Source: an optimization exercise on an open RTL-to-GDS flow (aim: small area, a short achievable clock period and few clock cycles). Production flows keep margins and buffers that such runs may drop.
Where RTL was checked, it was by simulation tests only, not by an equivalence proof against the original.

==> run a <==
==> flow/design.v <==
module mdu_top(
    input           clk,
    input           rst_n,
    input           in_valid,
    input           in_div,
    input  [1:0]    in_signed,
    input  [63:0]   a,
    input  [63:0]   b,
    output          in_ready,
    output          out_valid,
    output [63:0]   out_hi,
    output [63:0]   out_lo
);
    reg         busy;
    reg         ov;
    reg         isdiv;
    reg         swap;       
    reg         rneg;       
    reg         dsub;       
    reg         qneg;       
    reg [4:0]   cnt;
    reg         align;      
    reg [63:0]  H;
    reg [6:0]   TZ;         
    reg [63:0]  L;
    reg [65:0]  X;
    reg [11:0]  DG;         
    reg [1:0]   KR;         
    assign in_ready  = !busy;
    assign out_valid = ov;
    wire start = in_valid && !busy;
    wire        sa = in_signed[1] & a[63];
    wire        sb = (in_div ? in_signed[1] : in_signed[0]) & b[63];
    wire [6:0]  bla, blb;      
    lzc64 u_lza(.x(a ^ {64{sa}}), .bl(bla));
    lzc64 u_lzb(.x(b ^ {64{sb}}), .bl(blb));
    wire [63:0] am = a ^ {64{sa}};
    wire [63:0] bm = b ^ {64{sb}};
    wire [8:0]  ta, tb;
    assign ta[0] = 1'b1;
    assign tb[0] = 1'b1;
    genvar gg;
    generate
        for (gg = 1; gg <= 8; gg = gg + 1) begin : therm
            assign ta[gg] = |am[63:8*gg-1];
            assign tb[gg] = |bm[63:8*gg-1];
        end
    endgenerate
    wire [8:0]  oha = ta & ~{1'b0, ta[8:1]};
    wire [8:0]  ohb = tb & ~{1'b0, tb[8:1]};
    wire        swap_n = |(tb & ~ta);
    wire [72:0] ax     = {{8{sa}}, a, 1'b0};
    wire [72:0] bx     = {{8{sb}}, b, 1'b0};
    reg  [8:0]  ga0, gb0;
    reg  [3:0]  gna, gnb;
    integer k;
    always @(*) begin
        ga0 = 9'd0; gb0 = 9'd0; gna = 4'd0; gnb = 4'd0;
        for (k = 0; k <= 8; k = k + 1) begin
            ga0 = ga0 | ({9{oha[k]}} & ax[8*k +: 9]);
            gb0 = gb0 | ({9{ohb[k]}} & bx[8*k +: 9]);
            gna = gna | ({4{oha[k]}} & k[3:0]);
            gnb = gnb | ({4{ohb[k]}} & k[3:0]);
        end
    end
    wire [72:0] mx     = swap ? ax : bx;
    wire [8:0]  gi     = mx[{cnt[3:0] - 4'd1, 3'b000} +: 9];
    wire [3:0]  g0     = swap_n ? gna : gnb;
    wire [8:0]  grp    = start ? (swap_n ? ga0 : gb0) : gi;
    reg  [11:0] dg_next;
    integer n;
    always @(*) begin
        for (n = 0; n < 4; n = n + 1) begin : enc
            reg y1, y0, ym;
            y1 = grp[2*n+2]; y0 = grp[2*n+1]; ym = grp[2*n];
            dg_next[n]     = y0 ^ ym;
            dg_next[4+n]   = (y1 & ~y0 & ~ym) | (~y1 & y0 & ym);
            dg_next[8+n]   = y1 & ~(y0 & ym);
        end
    end
    wire [65:0] xe = X;
    reg  [73:0] rows [0:3];
    reg  [3:0]  negs;
    integer m;
    always @(*) begin
        for (m = 0; m < 4; m = m + 1) begin : booth
            reg one, two, ng;
            reg [65:0] pp;
            one = DG[m]; two = DG[4+m]; ng = DG[8+m];
            pp  = ({66{one}} & xe) | ({66{two}} & {xe[64:0], 1'b0});
            pp  = pp ^ {66{ng}};
            negs[m] = ng;
            rows[m] = {8'b0, ~pp[65], pp[64:0]} << (2*m);
        end
    end
    localparam [73:0] CB = (74'd1 << 65) + (74'd1 << 67) + (74'd1 << 69) + (74'd1 << 71);
    localparam [73:0] CK = ~CB + 74'd1;
    wire [73:0] accw = {2'b0, L, 8'b0} | {67'b0, negs[3], 1'b0, negs[2], 1'b0, negs[1], 1'b0, negs[0]};
    function [147:0] csa(input [73:0] x, input [73:0] y, input [73:0] z);
        csa = {x ^ y ^ z, ((x & y) | (x & z) | (y & z)) << 1};
    endfunction
    wire [73:0] s1, c1, s2, c2, s3, c3, s4, c4;
    assign {s1, c1} = csa(accw, rows[0], rows[1]);
    assign {s2, c2} = csa(rows[2], rows[3], CK);
    assign {s3, c3} = csa(s1, c1, s2);
    assign {s4, c4} = csa(s3, c3, c2);
    wire [73:0] V = s4 + c4;
    wire [55:0] hk = {H[63:8] + {{54{KR[1]}}, KR}};
    wire [55:0] up = {hk[47:0], H[7:0]};
    wire pa, pb;
    onehot64 u_pa(.v(a ^ {a[62:0], 1'b0}), .oh(pa));
    onehot64 u_pb(.v(b ^ {b[62:0], 1'b0}), .oh(pb));
    wire [6:0] la = bla + {6'b0, sa & pa};
    wire [6:0] lb = blb + {6'b0, sb & pb};
    wire       qz = la < lb;
    wire       q2 = (la <= lb + 7'd1);
    wire       bz = (b == 64'd0);
    wire [6:0] sdiff = la - lb;
    wire [4:0] dcnt = cnt;
    wire [65:0] Xs = (X << {dcnt, 1'b0}) | ({66{dsub}} & ~({66{1'b1}} << {dcnt, 1'b0}));
    wire [63:0] R   = H;
    wire [66:0] r0  = {{3{rneg & R[63]}}, R};
    wire [66:0] xa  = {X[65], X};
    wire [66:0] xb  = {{2{X[65]}}, X[65:1]};
    wire [66:0] t1  = r0 + xa + {66'b0, dsub};
    wire [66:0] t2b = r0 + xb + {66'b0, dsub};
    wire [66:0] cs_s = r0 ^ xa ^ xb;
    wire [66:0] cs_c = {(r0[65:0] & xa[65:0]) | (r0[65:0] & xb[65:0]) | (xa[65:0] & xb[65:0]), dsub};
    wire [66:0] t2a = cs_s + cs_c + {66'b0, dsub};
    function zsum(input [66:0] p, input [66:0] q, input c);
        zsum = c ? &(p ^ q) : ((p ^ q) == {p[65:0] | q[65:0], 1'b0});
    endfunction
    wire z1   = zsum(r0, xa, dsub);
    wire z2a  = zsum(cs_s, cs_c, dsub);
    wire z2b  = zsum(r0, xb, dsub);
    wire ok1  = rneg ? (t1[66]  | z1)  : ~t1[66];
    wire ok2a = rneg ? (t2a[66] | z2a) : ~t2a[66];
    wire ok2b = rneg ? (t2b[66] | z2b) : ~t2b[66];
    wire ok2  = ok1 ? ok2a : ok2b;
    always @(posedge clk) begin
        if (!rst_n) begin
            busy <= 1'b0;
            ov   <= 1'b0;
        end else if (start) begin
            busy <= 1'b1;
            ov   <= in_div & (bz | qz);
        end else if (ov) begin
            busy <= 1'b0;
            ov   <= 1'b0;
        end else if (busy) begin
            ov   <= (cnt == 5'd0) & ~align;
        end
    end
    always @(posedge clk) begin
        if (start) begin
            isdiv <= in_div;
            swap  <= swap_n;
            rneg  <= sa;
            dsub  <= ~(sa ^ sb);
            qneg  <= in_div & (sa ^ sb) & ~bz & ~qz;
        end
    end
    always @(posedge clk) begin
        DG <= dg_next;
        if (start) begin
            if (in_div) begin
                H   <= a;
                KR  <= 2'b00;
                TZ  <= 7'd64;
                L   <= bz ? (sa ? 64'd1 : {64{1'b1}}) : 64'd0;
                X   <= {sb, b, 1'b0} ^ {66{~(sa ^ sb)}};
                align <= ~(bz | q2);
                cnt   <= sdiff[5:1];
            end else begin
                H   <= 64'd0;
                KR  <= 2'b00;
                L   <= 64'd0;
                X   <= swap_n ? {{2{sb}}, b} : {{2{sa}}, a};
                align <= 1'b0;
                cnt <= {1'b0, g0};
            end
        end else if (align) begin
            align <= 1'b0;
            X     <= Xs;
        end else begin
            cnt <= cnt - 5'd1;
            if (isdiv) begin
                H  <= ok2 ? (ok1 ? t2a[63:0] : t2b[63:0]) : (ok1 ? t1[63:0] : R);
                KR <= 2'b00;
                L  <= {L[61:0], ok1, ok2};
                TZ <= ok2 ? 7'd0 : ok1 ? 7'd1 : (TZ[6] ? TZ : TZ + 7'd2);
                X <= {{2{X[65]}}, X[65:2]};
            end else begin
                H  <= {up, V[71:64]};
                KR <= V[73:72];
                L <= V[63:0];
            end
        end
    end
    wire [63:0] above = ({64{1'b1}} << TZ[5:0]) << 1;
    assign out_hi = {hk, H[7:0]};
    assign out_lo = L ^ ({64{qneg & ~TZ[6]}} & above);
endmodule
module lzc64(input [63:0] x, output [6:0] bl);
    wire [31:0] v1; wire [31:0] c1;
    wire [15:0] v2; wire [31:0] c2;
    wire [7:0]  v3; wire [23:0] c3;
    wire [3:0]  v4; wire [15:0] c4;
    wire [1:0]  v5; wire [9:0]  c5;
    wire        v6; wire [5:0]  c6;
    genvar i;
    generate
        for (i = 0; i < 32; i = i + 1) begin : l1
            assign v1[i] = x[2*i+1] | x[2*i];
            assign c1[i] = x[2*i+1];
        end
        for (i = 0; i < 16; i = i + 1) begin : l2
            assign v2[i] = v1[2*i+1] | v1[2*i];
            assign c2[2*i +: 2] = v1[2*i+1] ? {1'b1, c1[2*i+1]} : {1'b0, c1[2*i]};
        end
        for (i = 0; i < 8; i = i + 1) begin : l3
            assign v3[i] = v2[2*i+1] | v2[2*i];
            assign c3[3*i +: 3] = v2[2*i+1] ? {1'b1, c2[2*(2*i+1) +: 2]} : {1'b0, c2[2*(2*i) +: 2]};
        end
        for (i = 0; i < 4; i = i + 1) begin : l4
            assign v4[i] = v3[2*i+1] | v3[2*i];
            assign c4[4*i +: 4] = v3[2*i+1] ? {1'b1, c3[3*(2*i+1) +: 3]} : {1'b0, c3[3*(2*i) +: 3]};
        end
        for (i = 0; i < 2; i = i + 1) begin : l5
            assign v5[i] = v4[2*i+1] | v4[2*i];
            assign c5[5*i +: 5] = v4[2*i+1] ? {1'b1, c4[4*(2*i+1) +: 4]} : {1'b0, c4[4*(2*i) +: 4]};
        end
    endgenerate
    assign v6 = v5[1] | v5[0];
    assign c6 = v5[1] ? {1'b1, c5[9:5]} : {1'b0, c5[4:0]};
    assign bl = v6 ? ({1'b0, c6} + 7'd1) : 7'd0;
endmodule
module onehot64(input [63:0] v, output oh);
    wire [31:0] a1, m1; wire [15:0] a2, m2; wire [7:0] a3, m3;
    wire [3:0] a4, m4; wire [1:0] a5, m5;
    genvar i;
    generate
        for (i = 0; i < 32; i = i + 1) begin : l1
            assign a1[i] = v[2*i] | v[2*i+1];
            assign m1[i] = v[2*i] & v[2*i+1];
        end
        for (i = 0; i < 16; i = i + 1) begin : l2
            assign a2[i] = a1[2*i] | a1[2*i+1];
            assign m2[i] = m1[2*i] | m1[2*i+1] | (a1[2*i] & a1[2*i+1]);
        end
        for (i = 0; i < 8; i = i + 1) begin : l3
            assign a3[i] = a2[2*i] | a2[2*i+1];
            assign m3[i] = m2[2*i] | m2[2*i+1] | (a2[2*i] & a2[2*i+1]);
        end
        for (i = 0; i < 4; i = i + 1) begin : l4
            assign a4[i] = a3[2*i] | a3[2*i+1];
            assign m4[i] = m3[2*i] | m3[2*i+1] | (a3[2*i] & a3[2*i+1]);
        end
        for (i = 0; i < 2; i = i + 1) begin : l5
            assign a5[i] = a4[2*i] | a4[2*i+1];
            assign m5[i] = m4[2*i] | m4[2*i+1] | (a4[2*i] & a4[2*i+1]);
        end
    endgenerate
    assign oh = (a5[0] | a5[1]) & ~(m5[0] | m5[1] | (a5[0] & a5[1]));
endmodule
==> flow/run.sh <==
#!/bin/bash
# synth_recipe.tcl (not shown) runs the flow's synth.tcl, then flattens the netlist and writes it again
# the make line also repeats each setting of config.mk as NAME=value (left out here)
make -C /OpenROAD-flow-scripts/flow DESIGN_CONFIG=/design/flow/config.mk WORK_HOME=/design/flow/orfs CLKGATE_MAP_FILE= SYNTH_SCRIPT=/design/flow/synth_recipe.tcl finish
==> flow/config.mk <==
export PLATFORM = sky130hd
export DESIGN_NAME = mdu_top
export DESIGN_NICKNAME = mdu_top
export VERILOG_FILES = /design/flow/design.v
export SDC_FILE = /design/flow/constraint.sdc
export NUM_CORES = 4
export LEC_CHECK = 0
export CAP_MARGIN = 20
export CORE_MARGIN = 2
export CORE_UTILIZATION = 40
export PLACE_DENSITY = 0.6
export SLEW_MARGIN = 20
==> flow/constraint.sdc <==
create_clock -name core_clock -period 7.0 [get_ports {clk}]
set_input_delay 1.4000 -clock core_clock [delete_from_list [all_inputs] [get_ports {clk}]]
set_output_delay 1.4000 -clock core_clock [all_outputs]
set_load 0.01 [all_outputs]
==> run b: changes against run a <==
--- a/flow/design.v
+++ b/flow/design.v
@@ -20,7 +20,11 @@
     reg         qneg;       
     reg [4:0]   cnt;
     reg         align;      
+    reg [6:0]   LA;
+    reg [6:0]   LB;
     reg [63:0]  H;
+    reg [63:0]  HB;         
+    reg         F;          
     reg [6:0]   TZ;         
     reg [63:0]  L;
     reg [65:0]  X;
@@ -113,12 +117,11 @@
     wire [6:0] la = bla + {6'b0, sa & pa};
     wire [6:0] lb = blb + {6'b0, sb & pb};
     wire       qz = la < lb;
-    wire       q2 = (la <= lb + 7'd1);
     wire       bz = (b == 64'd0);
-    wire [6:0] sdiff = la - lb;
-    wire [4:0] dcnt = cnt;
+    wire [6:0] sdiff = LA - LB;
+    wire [4:0] dcnt = sdiff[5:1];
     wire [65:0] Xs = (X << {dcnt, 1'b0}) | ({66{dsub}} & ~({66{1'b1}} << {dcnt, 1'b0}));
-    wire [63:0] R   = H;
+    wire [63:0] R   = F ? H : HB;
     wire [66:0] r0  = {{3{rneg & R[63]}}, R};
     wire [66:0] xa  = {X[65], X};
     wire [66:0] xb  = {{2{X[65]}}, X[65:1]};
@@ -127,15 +130,9 @@
     wire [66:0] cs_s = r0 ^ xa ^ xb;
     wire [66:0] cs_c = {(r0[65:0] & xa[65:0]) | (r0[65:0] & xb[65:0]) | (xa[65:0] & xb[65:0]), dsub};
     wire [66:0] t2a = cs_s + cs_c + {66'b0, dsub};
-    function zsum(input [66:0] p, input [66:0] q, input c);
-        zsum = c ? &(p ^ q) : ((p ^ q) == {p[65:0] | q[65:0], 1'b0});
-    endfunction
-    wire z1   = zsum(r0, xa, dsub);
-    wire z2a  = zsum(cs_s, cs_c, dsub);
-    wire z2b  = zsum(r0, xb, dsub);
-    wire ok1  = rneg ? (t1[66]  | z1)  : ~t1[66];
-    wire ok2a = rneg ? (t2a[66] | z2a) : ~t2a[66];
-    wire ok2b = rneg ? (t2b[66] | z2b) : ~t2b[66];
+    wire ok1  = rneg ? (t1[66]  | (t1  == 67'd0)) : ~t1[66];
+    wire ok2a = rneg ? (t2a[66] | (t2a == 67'd0)) : ~t2a[66];
+    wire ok2b = rneg ? (t2b[66] | (t2b == 67'd0)) : ~t2b[66];
     wire ok2  = ok1 ? ok2a : ok2b;
     always @(posedge clk) begin
         if (!rst_n) begin
@@ -166,14 +163,17 @@
             if (in_div) begin
                 H   <= a;
                 KR  <= 2'b00;
+                F   <= 1'b1;
                 TZ  <= 7'd64;
                 L   <= bz ? (sa ? 64'd1 : {64{1'b1}}) : 64'd0;
                 X   <= {sb, b, 1'b0} ^ {66{~(sa ^ sb)}};
-                align <= ~(bz | q2);
-                cnt   <= sdiff[5:1];
+                LA  <= la;
+                LB  <= lb;
+                align <= ~(bz | qz);
             end else begin
                 H   <= 64'd0;
                 KR  <= 2'b00;
+                F   <= 1'b1;
                 L   <= 64'd0;
                 X   <= swap_n ? {{2{sb}}, b} : {{2{sa}}, a};
                 align <= 1'b0;
@@ -181,12 +181,15 @@
             end
         end else if (align) begin
             align <= 1'b0;
+            cnt   <= dcnt;
             X     <= Xs;
         end else begin
             cnt <= cnt - 5'd1;
             if (isdiv) begin
-                H  <= ok2 ? (ok1 ? t2a[63:0] : t2b[63:0]) : (ok1 ? t1[63:0] : R);
+                H  <= ok1 ? t2a[63:0] : t2b[63:0];
                 KR <= 2'b00;
+                HB <= ok1 ? t1[63:0] : R;
+                F  <= ok2;
                 L  <= {L[61:0], ok1, ok2};
                 TZ <= ok2 ? 7'd0 : ok1 ? 7'd1 : (TZ[6] ? TZ : TZ + 7'd2);
                 X <= {{2{X[65]}}, X[65:2]};
@@ -198,7 +201,7 @@
         end
     end
     wire [63:0] above = ({64{1'b1}} << TZ[5:0]) << 1;
-    assign out_hi = {hk, H[7:0]};
+    assign out_hi = F ? {hk, H[7:0]} : HB;
     assign out_lo = L ^ ({64{qneg & ~TZ[6]}} & above);
 endmodule
 module lzc64(input [63:0] x, output [6:0] bl);
==> run c: changes against run a <==
--- a/flow/design.v
+++ b/flow/design.v
@@ -105,8 +105,8 @@
     assign {s3, c3} = csa(s1, c1, s2);
     assign {s4, c4} = csa(s3, c3, c2);
     wire [73:0] V = s4 + c4;
-    wire [55:0] hk = {H[63:8] + {{54{KR[1]}}, KR}};
-    wire [55:0] up = {hk[47:0], H[7:0]};
+    wire [63:0] hk = H + {{54{KR[1]}}, KR, 8'b0} + {63'b0, isdiv & rneg};
+    wire [55:0] up = {hk[55:8], H[7:0]};
     wire pa, pb;
     onehot64 u_pa(.v(a ^ {a[62:0], 1'b0}), .oh(pa));
     onehot64 u_pb(.v(b ^ {b[62:0], 1'b0}), .oh(pb));
@@ -119,7 +119,7 @@
     wire [4:0] dcnt = cnt;
     wire [65:0] Xs = (X << {dcnt, 1'b0}) | ({66{dsub}} & ~({66{1'b1}} << {dcnt, 1'b0}));
     wire [63:0] R   = H;
-    wire [66:0] r0  = {{3{rneg & R[63]}}, R};
+    wire [66:0] r0  = {{3{rneg}}, R};
     wire [66:0] xa  = {X[65], X};
     wire [66:0] xb  = {{2{X[65]}}, X[65:1]};
     wire [66:0] t1  = r0 + xa + {66'b0, dsub};
@@ -127,15 +127,9 @@
     wire [66:0] cs_s = r0 ^ xa ^ xb;
     wire [66:0] cs_c = {(r0[65:0] & xa[65:0]) | (r0[65:0] & xb[65:0]) | (xa[65:0] & xb[65:0]), dsub};
     wire [66:0] t2a = cs_s + cs_c + {66'b0, dsub};
-    function zsum(input [66:0] p, input [66:0] q, input c);
-        zsum = c ? &(p ^ q) : ((p ^ q) == {p[65:0] | q[65:0], 1'b0});
-    endfunction
-    wire z1   = zsum(r0, xa, dsub);
-    wire z2a  = zsum(cs_s, cs_c, dsub);
-    wire z2b  = zsum(r0, xb, dsub);
-    wire ok1  = rneg ? (t1[66]  | z1)  : ~t1[66];
-    wire ok2a = rneg ? (t2a[66] | z2a) : ~t2a[66];
-    wire ok2b = rneg ? (t2b[66] | z2b) : ~t2b[66];
+    wire ok1  = t1[66]  ^ ~rneg;
+    wire ok2a = t2a[66] ^ ~rneg;
+    wire ok2b = t2b[66] ^ ~rneg;
     wire ok2  = ok1 ? ok2a : ok2b;
     always @(posedge clk) begin
         if (!rst_n) begin
@@ -164,7 +158,7 @@
         DG <= dg_next;
         if (start) begin
             if (in_div) begin
-                H   <= a;
+                H   <= a - {63'b0, sa};
                 KR  <= 2'b00;
                 TZ  <= 7'd64;
                 L   <= bz ? (sa ? 64'd1 : {64{1'b1}}) : 64'd0;
@@ -198,7 +192,7 @@
         end
     end
     wire [63:0] above = ({64{1'b1}} << TZ[5:0]) << 1;
-    assign out_hi = {hk, H[7:0]};
+    assign out_hi = hk;
     assign out_lo = L ^ ({64{qneg & ~TZ[6]}} & above);
 endmodule
 module lzc64(input [63:0] x, output [6:0] bl);
--- a/flow/config.mk
+++ b/flow/config.mk
@@ -9,4 +9,5 @@
 export CORE_MARGIN = 2
 export CORE_UTILIZATION = 40
 export PLACE_DENSITY = 0.6
+export SETUP_SLACK_MARGIN = 0.4
 export SLEW_MARGIN = 20
==> run d: changes against run a <==
--- a/flow/design.v
+++ b/flow/design.v
@@ -20,7 +20,11 @@
     reg         qneg;       
     reg [4:0]   cnt;
     reg         align;      
+    reg [6:0]   LA;
+    reg [6:0]   LB;
     reg [63:0]  H;
+    reg [63:0]  HB;         
+    reg         F;          
     reg [6:0]   TZ;         
     reg [63:0]  L;
     reg [65:0]  X;
@@ -115,10 +119,10 @@
     wire       qz = la < lb;
     wire       q2 = (la <= lb + 7'd1);
     wire       bz = (b == 64'd0);
-    wire [6:0] sdiff = la - lb;
-    wire [4:0] dcnt = cnt;
+    wire [6:0] sdiff = LA - LB;
+    wire [4:0] dcnt = sdiff[5:1];
     wire [65:0] Xs = (X << {dcnt, 1'b0}) | ({66{dsub}} & ~({66{1'b1}} << {dcnt, 1'b0}));
-    wire [63:0] R   = H;
+    wire [63:0] R   = F ? H : HB;
     wire [66:0] r0  = {{3{rneg & R[63]}}, R};
     wire [66:0] xa  = {X[65], X};
     wire [66:0] xb  = {{2{X[65]}}, X[65:1]};
@@ -166,14 +170,18 @@
             if (in_div) begin
                 H   <= a;
                 KR  <= 2'b00;
+                F   <= 1'b1;
                 TZ  <= 7'd64;
                 L   <= bz ? (sa ? 64'd1 : {64{1'b1}}) : 64'd0;
                 X   <= {sb, b, 1'b0} ^ {66{~(sa ^ sb)}};
+                LA  <= la;
+                LB  <= lb;
                 align <= ~(bz | q2);
-                cnt   <= sdiff[5:1];
+                cnt   <= 5'd0;
             end else begin
                 H   <= 64'd0;
                 KR  <= 2'b00;
+                F   <= 1'b1;
                 L   <= 64'd0;
                 X   <= swap_n ? {{2{sb}}, b} : {{2{sa}}, a};
                 align <= 1'b0;
@@ -181,12 +189,15 @@
             end
         end else if (align) begin
             align <= 1'b0;
+            cnt   <= dcnt;
             X     <= Xs;
         end else begin
             cnt <= cnt - 5'd1;
             if (isdiv) begin
-                H  <= ok2 ? (ok1 ? t2a[63:0] : t2b[63:0]) : (ok1 ? t1[63:0] : R);
+                H  <= ok1 ? t2a[63:0] : t2b[63:0];
                 KR <= 2'b00;
+                HB <= ok1 ? t1[63:0] : R;
+                F  <= ok2;
                 L  <= {L[61:0], ok1, ok2};
                 TZ <= ok2 ? 7'd0 : ok1 ? 7'd1 : (TZ[6] ? TZ : TZ + 7'd2);
                 X <= {{2{X[65]}}, X[65:2]};
@@ -198,7 +209,7 @@
         end
     end
     wire [63:0] above = ({64{1'b1}} << TZ[5:0]) << 1;
-    assign out_hi = {hk, H[7:0]};
+    assign out_hi = F ? {hk, H[7:0]} : HB;
     assign out_lo = L ^ ({64{qneg & ~TZ[6]}} & above);
 endmodule
 module lzc64(input [63:0] x, output [6:0] bl);
==> qor summary <==
End of the worst register-to-register path: run b TZ[3]$_SDFFCE_PP0P_; run a H[37]$_DFFE_PP_; run c L[57]$_DFFE_PP_; run d H[30]$_DFFE_PP_
DR WL/cell: run b 33.12 um; run a 34.52 um; run c 29.07 um; run d 35.39 um
Compound-gate portion of the synthesized area: run b 28.11%; run a 27.19%; run c 28.14%; run d 26.06%
Hold_sp: run b KR[0]$_SDFFE_PP0N_; run a KR[0]$_SDFFE_PP0N_; run c busy$_SDFFE_PN0P_; run d cnt[4]$_SDFF_PP0_
Slowest Stage Delay on Critical Path: run b 0.72 ns; run a 0.63 ns; run c 0.57 ns; run d 0.54 ns
Starting utilization of the core area: run b 40.33%; run a 40.14%; run c 40.15%; run d 40.16%
Net total in the final layout: run b 10300; run a 9764; run c 8983; run d 10100
Setup-violating endpoint count in the final report: run b 6; run a 0; run c 0; run d 0
Via-to-Cell Ratio: run b 6.677; run a 6.587; run c 6.425; run d 6.537
Grt peak-use layer: run b met1; run a met2; run c met2; run d met2
Leading cell type in the layout, fill and taps excluded: run b sky130_fd_sc_hd__buf_4; run a sky130_fd_sc_hd__inv_1; run c sky130_fd_sc_hd__buf_4; run d sky130_fd_sc_hd__inv_1
Worst slack after detailed placement: run b -0.2271 ns; run a -0.01477 ns; run c -0.1112 ns; run d -0.009687 ns
Final standard cell count with taps included and fillers excluded: run b 11680; run a 10820; run c 10020; run d 11300
Area of combinational cells with multiple inputs: run b 53140 um2; run a 50820 um2; run c 48090 um2; run d 52290 um2
Bufs and invs on worst path: run b 5; run a 3; run c 3; run d 2
Area growth syn-to-layout: run b 18.61%; run a 14.10%; run c 16.32%; run d 15.12%
Vias in the first global route: run b 71850; run a 66760; run c 60270; run d 69760
Fraction of final layout cells with drive strength greater than 1: run b 13.73%; run a 10.19%; run c 11.63%; run d 10.67%
Detailed-routing wirelength on met1: run b 162.8 mm; run a 148.8 mm; run c 122.2 mm; run d 154.6 mm
Layout clock buffer count: run b 49; run a 36; run c 37; run d 53
Final core utilization: run b 47.84%; run a 45.79%; run c 46.70%; run d 46.24%
Status: run b finished with violations; run a timing/DRC/antenna clean; run c timing/DRC/antenna clean; run d timing/DRC/antenna clean
Violated checks: run b negative setup slack; run a -; run c -; run d -
Cell count after synthesis: run b 8855; run a 8455; run c 7676; run d 8735
TAP cells: run b 2189; run a 2072; run c 1930; run d 2204
Total half-perimeter wirelength after legalization and detailed placement: run b 317.3 mm; run a 308.4 mm; run c 239.3 mm; run d 332.2 mm
Testbench counts of run a, summed over its fixed seeds: cycles 35,761.
Testbench counts of run c, summed over its fixed seeds: cycles 35,761.
Function not checked in run b and run d: the RTL went through the layout flow alone.

-- afterwards: timing with drivers on the ports --
Ports are ideal in the flow. The routed layouts listed here were re-timed in OpenROAD.
Step 1 assumes that a clkbuf_16 drives the clock port and a buf_2 every other input.
Step 2 adds t to the input delays and takes it off the output delays; t is the mean of the earliest and latest rising clock arrival at the registers after step 1. Input paths then give back, and output paths get back, about the clock's delay inside the block.
a / b / c = no drivers / after step 1 / after step 2; a / b = the first two.
| run | t (ns) | setup slack, ns | hold WS [ns] |
|---|---|---|---|
| run a | 0.693 | 0.152 / 0.077 / -0.298 | 0.535 / 0.535 / 0.535 |
| run b | 0.752 | -0.022 / -0.022 / -0.234 | 0.589 / 0.589 / 0.589 |
| run c | 0.694 | 0.472 / 0.386 / 0.052 | 0.567 / 0.567 / 0.567 |
| run d | 0.780 | 0.152 / 0.059 / -0.075 | 0.606 / 0.606 / 0.606 |
With both steps, setup timing fails in run a and run d, where it was met with ideal ports. The setup slack of run a, which loses most, moves by -0.075 ns with the drivers and by -0.450 ns with both steps.
